Source: an optimization exercise on an open RTL-to-GDS flow (aim: small area). Production flows keep margins and buffers that such runs may drop. RTL that was checked went through simulation tests only; none was proved equivalent to the original.

==> flow/design.v (excerpt) <==
module ws_conv5(
    input sys_clk,
    input en,
    input load_w,
    input clr,
    input [10:0] w11, w12, w13, w14, w15,
    input [10:0] w21, w22, w23, w24, w25,
    input [10:0] w31, w32, w33, w34, w35,
    input [10:0] w41, w42, w43, w44, w45,
    input [10:0] w51, w52, w53, w54, w55,
    input [10:0] bias,
    input [10:0] x1, x2, x3, x4, x5,
    output reg [10:0] acc_out
    );
Size in the first run: ~7,600 cells after synthesis, about 360 I/O pins, roughly 93,000 sq um of cells after synthesis.
==> flow/config.mk <==
export PLATFORM = sky130hd
export DESIGN_NAME = ws_conv5
export DESIGN_NICKNAME = ws_conv5
export VERILOG_FILES = /design/flow/design.v
export SDC_FILE = /design/flow/constraint.sdc
export NUM_CORES = 4
export LEC_CHECK = 0
export CAP_MARGIN = 0
export CORE_MARGIN = 2
export CORE_UTILIZATION = 70
export CTS_BUF_LIST = sky130_fd_sc_hd__clkbuf_16
export CTS_CLUSTER_DIAMETER = 120
export CTS_CLUSTER_SIZE = 25
export GPL_TIMING_DRIVEN = 0
export PLACE_DENSITY = 0.8
export SLEW_MARGIN = 0
export SYNTH_HIERARCHICAL = 1
==> flow/constraint.sdc <==
create_clock -name core_clock -period 9.5 [get_ports {sys_clk}]
set_input_delay 1.9000 -clock core_clock [delete_from_list [all_inputs] [get_ports {sys_clk}]]
set_output_delay 1.9000 -clock core_clock [all_outputs]
set_load 0.01 [all_outputs]
standard.sh (not shown) runs the stock make flow with config.mk's settings and CLKGATE_MAP_FILE= SYNTH_SCRIPT=/design/flow/synth_recipe.tcl, a recipe that flattens the netlist after the stock synthesis.
==> flow/flow/run.sh <==
#!/bin/bash
# Layout: the standard flow (standard.sh), except that the buffer put on
# every input and output port is the smallest buffer cell, and the buffers
# synthesis inserted are removed at floorplan (placement is not timing-driven;
# timing is repaired after clock tree synthesis and global routing).
# The whole output of the flow goes to standard.log; ORFS keeps each step's
# log under orfs/logs/.
set -euo pipefail
cd "$(dirname "$0")/.."
export BUFFER_PORTS_ARGS="-buffer_cell sky130_fd_sc_hd__buf_1"
export REMOVE_ABC_BUFFERS=1
bash standard.sh > standard.log 2>&1
The baseline produced a clean layout.
Edit:
--- a/flow/design.v
+++ b/flow/design.v
@@ -664,23 +664,27 @@
                 wire t260, t261;
                 fa ut260(.a(t185), .b(t198), .c(t259), .s(t260), .co(t261));
                 wire t262, t263;
                 fa ut262(.a(t199), .b(t210), .c(t261), .s(t262), .co(t263));
                 wire t264, t265;
                 fa ut264(.a(t211), .b(t220), .c(t263), .s(t264), .co(t265));
                 wire t266, t267;
                 fa ut266(.a(t228), .b(t221), .c(t265), .s(t266), .co(t267));
                 wire t268, t269;
-                fa ut268(.a(t229), .b(t234), .c(t267), .s(t268), .co(t269));
-                wire t270 = t235 ^ t238 ^ 1'b1;
-                wire t271 = t235 ^ t238 ^ 1'b0;
-                wire t272 = t269 ? t270 : t271;
-                wire [9:0] t = {~t272, ~t268, ~t266, ~t264, ~t262, ~t260, ~t258, ~t256, ~t254, ~t252};
+                xnor2m ut268(.a(t229), .b(t234), .y(t268));
+                or2m ut269(.a(t229), .b(t234), .y(t269));
+                wire t270 = t235 ^ t238 ^ t269;
+                wire t271, t272;
+                ha ut271(.a(t229), .b(t234), .s(t271), .co(t272));
+                wire t273 = t235 ^ t238 ^ t272;
+                wire t274 = t267 ? t268 : t271;
+                wire t275 = t267 ? t270 : t273;
+                wire [9:0] t = {~t275, ~t274, ~t266, ~t264, ~t262, ~t260, ~t258, ~t256, ~t254, ~t252};
                 wire sg = wv[10] ^ xv[10];
                 wire lowz = t1 & t240 & t242 & t244 & t246 & t248 & t250;
                 assign cin = sg & (lowz | ~|t);
                 assign c = {sg, t ^ {10{sg}}};
                 end
             end
             if (gr == 0) begin : r0
             wire t1, t2;
             fa ut1(.a(b[0]), .b(pc[1][0]), .c(pc[2][0]), .s(t1), .co(t2));
@@ -761,31 +765,31 @@
             wire t77, t78;
             fa ut77(.a(t73), .b(t75), .c(t70), .s(t77), .co(t78));
             wire t79, t80;
             ha ut79(.a(t68), .b(pc[0][7]), .s(t79), .co(t80));
             wire t81, t82;
             fa ut81(.a(b[8]), .b(pc[1][8]), .c(pc[2][8]), .s(t81), .co(t82));
             wire t83, t84;
             fa ut83(.a(pc[3][8]), .b(pc[4][8]), .c(t72), .s(t83), .co(t84));
             wire t85, t86;
-            fa ut85(.a(t74), .b(t76), .c(t81), .s(t85), .co(t86));
+            fa ut85(.a(t74), .b(t81), .c(t76), .s(t85), .co(t86));
             wire t87, t88;
             fa ut87(.a(t83), .b(t85), .c(t78), .s(t87), .co(t88));
             wire t89, t90;
             ha ut89(.a(t80), .b(pc[0][8]), .s(t89), .co(t90));
             wire t91, t92;
             fa ut91(.a(b[9]), .b(pc[1][9]), .c(pc[2][9]), .s(t91), .co(t92));
             wire t93, t94;
             fa ut93(.a(pc[3][9]), .b(pc[4][9]), .c(t82), .s(t93), .co(t94));
             wire t95, t96;
-            fa ut95(.a(t84), .b(t91), .c(t86), .s(t95), .co(t96));
+            fa ut95(.a(t91), .b(t84), .c(t93), .s(t95), .co(t96));
             wire t97, t98;
-            fa ut97(.a(t93), .b(t95), .c(pc[0][9]), .s(t97), .co(t98));
+            fa ut97(.a(t86), .b(t95), .c(pc[0][9]), .s(t97), .co(t98));
             wire t99, t100;
             ha ut99(.a(t90), .b(t88), .s(t99), .co(t100));
             wire t101, t102;
             fa ut101(.a(b[10]), .b(pc[0][10]), .c(pc[1][10]), .s(t101), .co(t102));
             wire t103, t104;
             fa ut103(.a(pc[2][10]), .b(pc[3][10]), .c(pc[4][10]), .s(t103), .co(t104));
             wire t105, t106;
             fa ut105(.a(t101), .b(t103), .c(t92), .s(t105), .co(t106));
             wire t107, t108;
@@ -874,33 +878,33 @@
             wire t77, t78;
             fa ut77(.a(t71), .b(t73), .c(t68), .s(t77), .co(t78));
             wire t79, t80;
             fa ut79(.a(t75), .b(t77), .c(t70), .s(t79), .co(t80));
             wire t81, t82;
             fa ut81(.a(sa[gr-1][8]), .b(sb[gr-1][8]), .c(pc[1][8]), .s(t81), .co(t82));
             wire t83, t84;
             fa ut83(.a(pc[2][8]), .b(pc[3][8]), .c(pc[4][8]), .s(t83), .co(t84));
             wire t85, t86;
-            fa ut85(.a(t72), .b(t74), .c(t76), .s(t85), .co(t86));
+            fa ut85(.a(t72), .b(t74), .c(t81), .s(t85), .co(t86));
             wire t87, t88;
-            fa ut87(.a(t81), .b(t83), .c(t78), .s(t87), .co(t88));
+            fa ut87(.a(t83), .b(t76), .c(t85), .s(t87), .co(t88));
             wire t89, t90;
-            fa ut89(.a(t85), .b(t87), .c(pc[0][8]), .s(t89), .co(t90));
+            fa ut89(.a(t78), .b(t87), .c(pc[0][8]), .s(t89), .co(t90));
             wire t91, t92;
             fa ut91(.a(sa[gr-1][9]), .b(sb[gr-1][9]), .c(pc[1][9]), .s(t91), .co(t92));
             wire t93, t94;
             fa ut93(.a(pc[2][9]), .b(pc[3][9]), .c(pc[4][9]), .s(t93), .co(t94));
             wire t95, t96;
             fa ut95(.a(t82), .b(t84), .c(t91), .s(t95), .co(t96));
             wire t97, t98;
             fa ut97(.a(t93), .b(t86), .c(t95), .s(t97), .co(t98));
             wire t99, t100;
-            fa ut99(.a(t88), .b(pc[0][9]), .c(t97), .s(t99), .co(t100));
+            fa ut99(.a(t88), .b(t97), .c(pc[0][9]), .s(t99), .co(t100));
             wire t101, t102;
             fa ut101(.a(sa[gr-1][10]), .b(sb[gr-1][10]), .c(pc[0][10]), .s(t101), .co(t102));
             wire t103, t104;
             fa ut103(.a(pc[1][10]), .b(pc[2][10]), .c(pc[3][10]), .s(t103), .co(t104));
             wire t105, t106;
             fa ut105(.a(pc[4][10]), .b(t101), .c(t103), .s(t105), .co(t106));
             wire t107, t108;
             fa ut107(.a(t105), .b(t92), .c(t94), .s(t107), .co(t108));
             wire t109, t110;
- The new run went through all stages and came out clean
- synthesized cell count came out higher by 0.79%
- setup slack improved by 84 ps
- routed wire length came out higher by 0.66%
- design area came out lower by 0.46%
- fmax came out higher by 0.91%
- via count barely changes
- non-clock buffer count came out lower by 104
- clock-buffer cell count is unchanged

---

ws_conv5, a different RTL version from the one above (not shown whole).
For scale: about 7600 cells after synthesis, roughly 360 I/O pins, ~0.093 mm² of cells after synthesis.
export LEC_CHECK = 0
export CAP_MARGIN = 0
export CORE_MARGIN = 2
export CORE_UTILIZATION = 60
export CTS_BUF_LIST = sky130_fd_sc_hd__clkbuf_16
export CTS_CLUSTER_DIAMETER = 120
export CTS_CLUSTER_SIZE = 25
export GPL_TIMING_DRIVEN = 0
export PLACE_DENSITY = 0.72
export SLEW_MARGIN = 0
export SYNTH_HIERARCHICAL = 1
create_clock -name core_clock -period 9.5 [get_ports {sys_clk}]
Scripts as last shown in full above: flow/flow/run.sh
Next try:
--- a/flow/design.v
+++ b/flow/design.v
@@ -23,66 +23,22 @@
     assign xin[0] = x1; assign xin[1] = x2; assign xin[2] = x3; assign xin[3] = x4; assign xin[4] = x5;
     wire step = en & ~load_w;
     reg [10:0] wc [0:24];     
     reg [10:0] wt [0:24];     
     reg [10:0] b;             
     reg [10:0] f [0:4][0:3];  
     reg [10:0] sa [0:4];      
     reg [10:0] sb [0:4];      
-    wire [10:0] wsm [0:24];
-    genvar gi;
-    generate
-        for (gi = 0; gi < 25; gi = gi + 1) begin : cv
-            wire [10:0] v = win[gi];
-            wire [9:1] tk;
-            nand2m n1(.a(v[10]), .b(v[0]), .y(tk[1]));
-            wire m2;
-            nand2m a2(.a(v[10]), .b(v[1]), .y(m2));
-            nand2m b2(.a(tk[1]), .b(m2), .y(tk[2]));
-            a21oim a3(.a(v[10]), .b(v[2]), .c(tk[2]), .y(tk[3]));
-            wire m4;
-            nand2m a4(.a(v[10]), .b(v[3]), .y(m4));
-            nand2m b4(.a(tk[3]), .b(m4), .y(tk[4]));
-            a21oim a5(.a(v[10]), .b(v[4]), .c(tk[4]), .y(tk[5]));
-            wire m6;
-            nand2m a6(.a(v[10]), .b(v[5]), .y(m6));
-            nand2m b6(.a(tk[5]), .b(m6), .y(tk[6]));
-            a21oim a7(.a(v[10]), .b(v[6]), .c(tk[6]), .y(tk[7]));
-            wire m8;
-            nand2m a8(.a(v[10]), .b(v[7]), .y(m8));
-            nand2m b8(.a(tk[7]), .b(m8), .y(tk[8]));
-            a21oim a9(.a(v[10]), .b(v[8]), .c(tk[8]), .y(tk[9]));
-            wire r1;
-            xnor2m x1(.a(v[1]), .b(tk[1]), .y(r1));
-            wire r2;
-            xor2m x2(.a(v[2]), .b(tk[2]), .y(r2));
-            wire r3;
-            xnor2m x3(.a(v[3]), .b(tk[3]), .y(r3));
-            wire r4;
-            xor2m x4(.a(v[4]), .b(tk[4]), .y(r4));
-            wire r5;
-            xnor2m x5(.a(v[5]), .b(tk[5]), .y(r5));
-            wire r6;
-            xor2m x6(.a(v[6]), .b(tk[6]), .y(r6));
-            wire r7;
-            xnor2m x7(.a(v[7]), .b(tk[7]), .y(r7));
-            wire r8;
-            xor2m x8(.a(v[8]), .b(tk[8]), .y(r8));
-            wire r9;
-            xnor2m x9(.a(v[9]), .b(tk[9]), .y(r9));
-            assign wsm[gi] = {v[10], r9, r8, r7, r6, r5, r4, r3, r2, r1, v[0]};
-        end
-    endgenerate
     integer i, r, c;
     always @(posedge sys_clk) begin
         if (en) begin
             b <= bias;
             for (i = 0; i < 25; i = i + 1)
-                wc[i] <= wsm[i];
+                wc[i] <= win[i][10] ? {1'b1, ~win[i][9:0] + 10'd1} : win[i];
         end
         if (load_w)
             for (i = 0; i < 25; i = i + 1)
                 wt[i] <= wc[i];
     end
     wire [10:0] rsa [0:4];
     wire [10:0] rsb [0:4];
     genvar gr, gc;
@@ -941,25 +897,16 @@
                 f[r][0] <= xin[r];
                 for (c = 1; c < 4; c = c + 1)
                     f[r][c] <= f[r][c-1];
             end
         end
         acc_out <= clr ? 11'd0 : acc_d;
     end
 endmodule
-module nand2m(input a, input b, output y);
-    assign y = ~(a & b);
-endmodule
-module a21oim(input a, input b, input c, output y);
-    assign y = ~((a & b) | c);
-endmodule
-module xor2m(input a, input b, output y);
-    assign y = a ^ b;
-endmodule
 module fa(input a, input b, input c, output s, output co);
     assign s = a ^ b ^ c;
     assign co = (a & b) | (a & c) | (b & c);
 endmodule
 module xnor2m(input a, input b, output y);
     assign y = ~(a ^ b);
 endmodule
 module or2m(input a, input b, output y);
Effect:
- fmax hardly moves
- flip-flop and latch count does not change
- global-route usage decreases by 0.15 points
- via count went up slightly
- worst hold slack barely changes
- utilization shrinks by 0.35 points
- final cell count stays flat
- sequential share of layout area fell by 0.17 points
- non-clock buffer count falls by 48
- wire length went up slightly
- critical path depth went down by 1
- clock-buffer cell count rises by 1
For the second run of this note, only the layout was checked, not whether the RTL still works.

## static timing again, ports no longer ideal
In the flow no input, the clock included, has a driving cell. The finished layouts below were timed again as built, in two steps. Step 1 sets driving cells, clkbuf_16 on the clock port and buf_2 on the other inputs (assumed; they add their load-dependent delay and slew). Step 2 adds t to the input delays and takes it off the output delays; t is the mean of the earliest and latest rising clock arrival at the registers after step 1. Input paths then give back, and output paths get back, about the clock's delay inside the block. Slacks: ideal ports / drivers / drivers and shift; pairs: ideal ports / drivers.
| run | shift t [ns] | setup WS [ns] | hold WS [ns] | clock arrival spread, ns | worst data-port slew with drivers (ns) |
|---|---|---|---|---|---|
| the first run of note 1 | 0.759 | 0.157 / 0.157 / -0.326 | 0.410 / 0.410 / 0.410 | 0.038 / 0.038 | 0.23 |
| the second run of note 1 | 0.771 | 0.242 / 0.242 / -0.214 | 0.407 / 0.407 / 0.407 | 0.041 / 0.040 | 0.17 |
| the first run of note 2 | 0.772 | 0.171 / 0.171 / -0.373 | 0.408 / 0.408 / 0.408 | 0.048 / 0.049 | 0.22 |
| the second run of note 2 | 0.768 | 0.167 / 0.167 / -0.446 | 0.407 / 0.407 / 0.407 | 0.043 / 0.043 | 0.23 |
With both steps, setup timing fails in every run listed, where it was met with ideal ports. For the second run of note 2, which loses most, drivers alone change the setup slack by 0.000 ns; drivers and shift together by -0.613 ns.
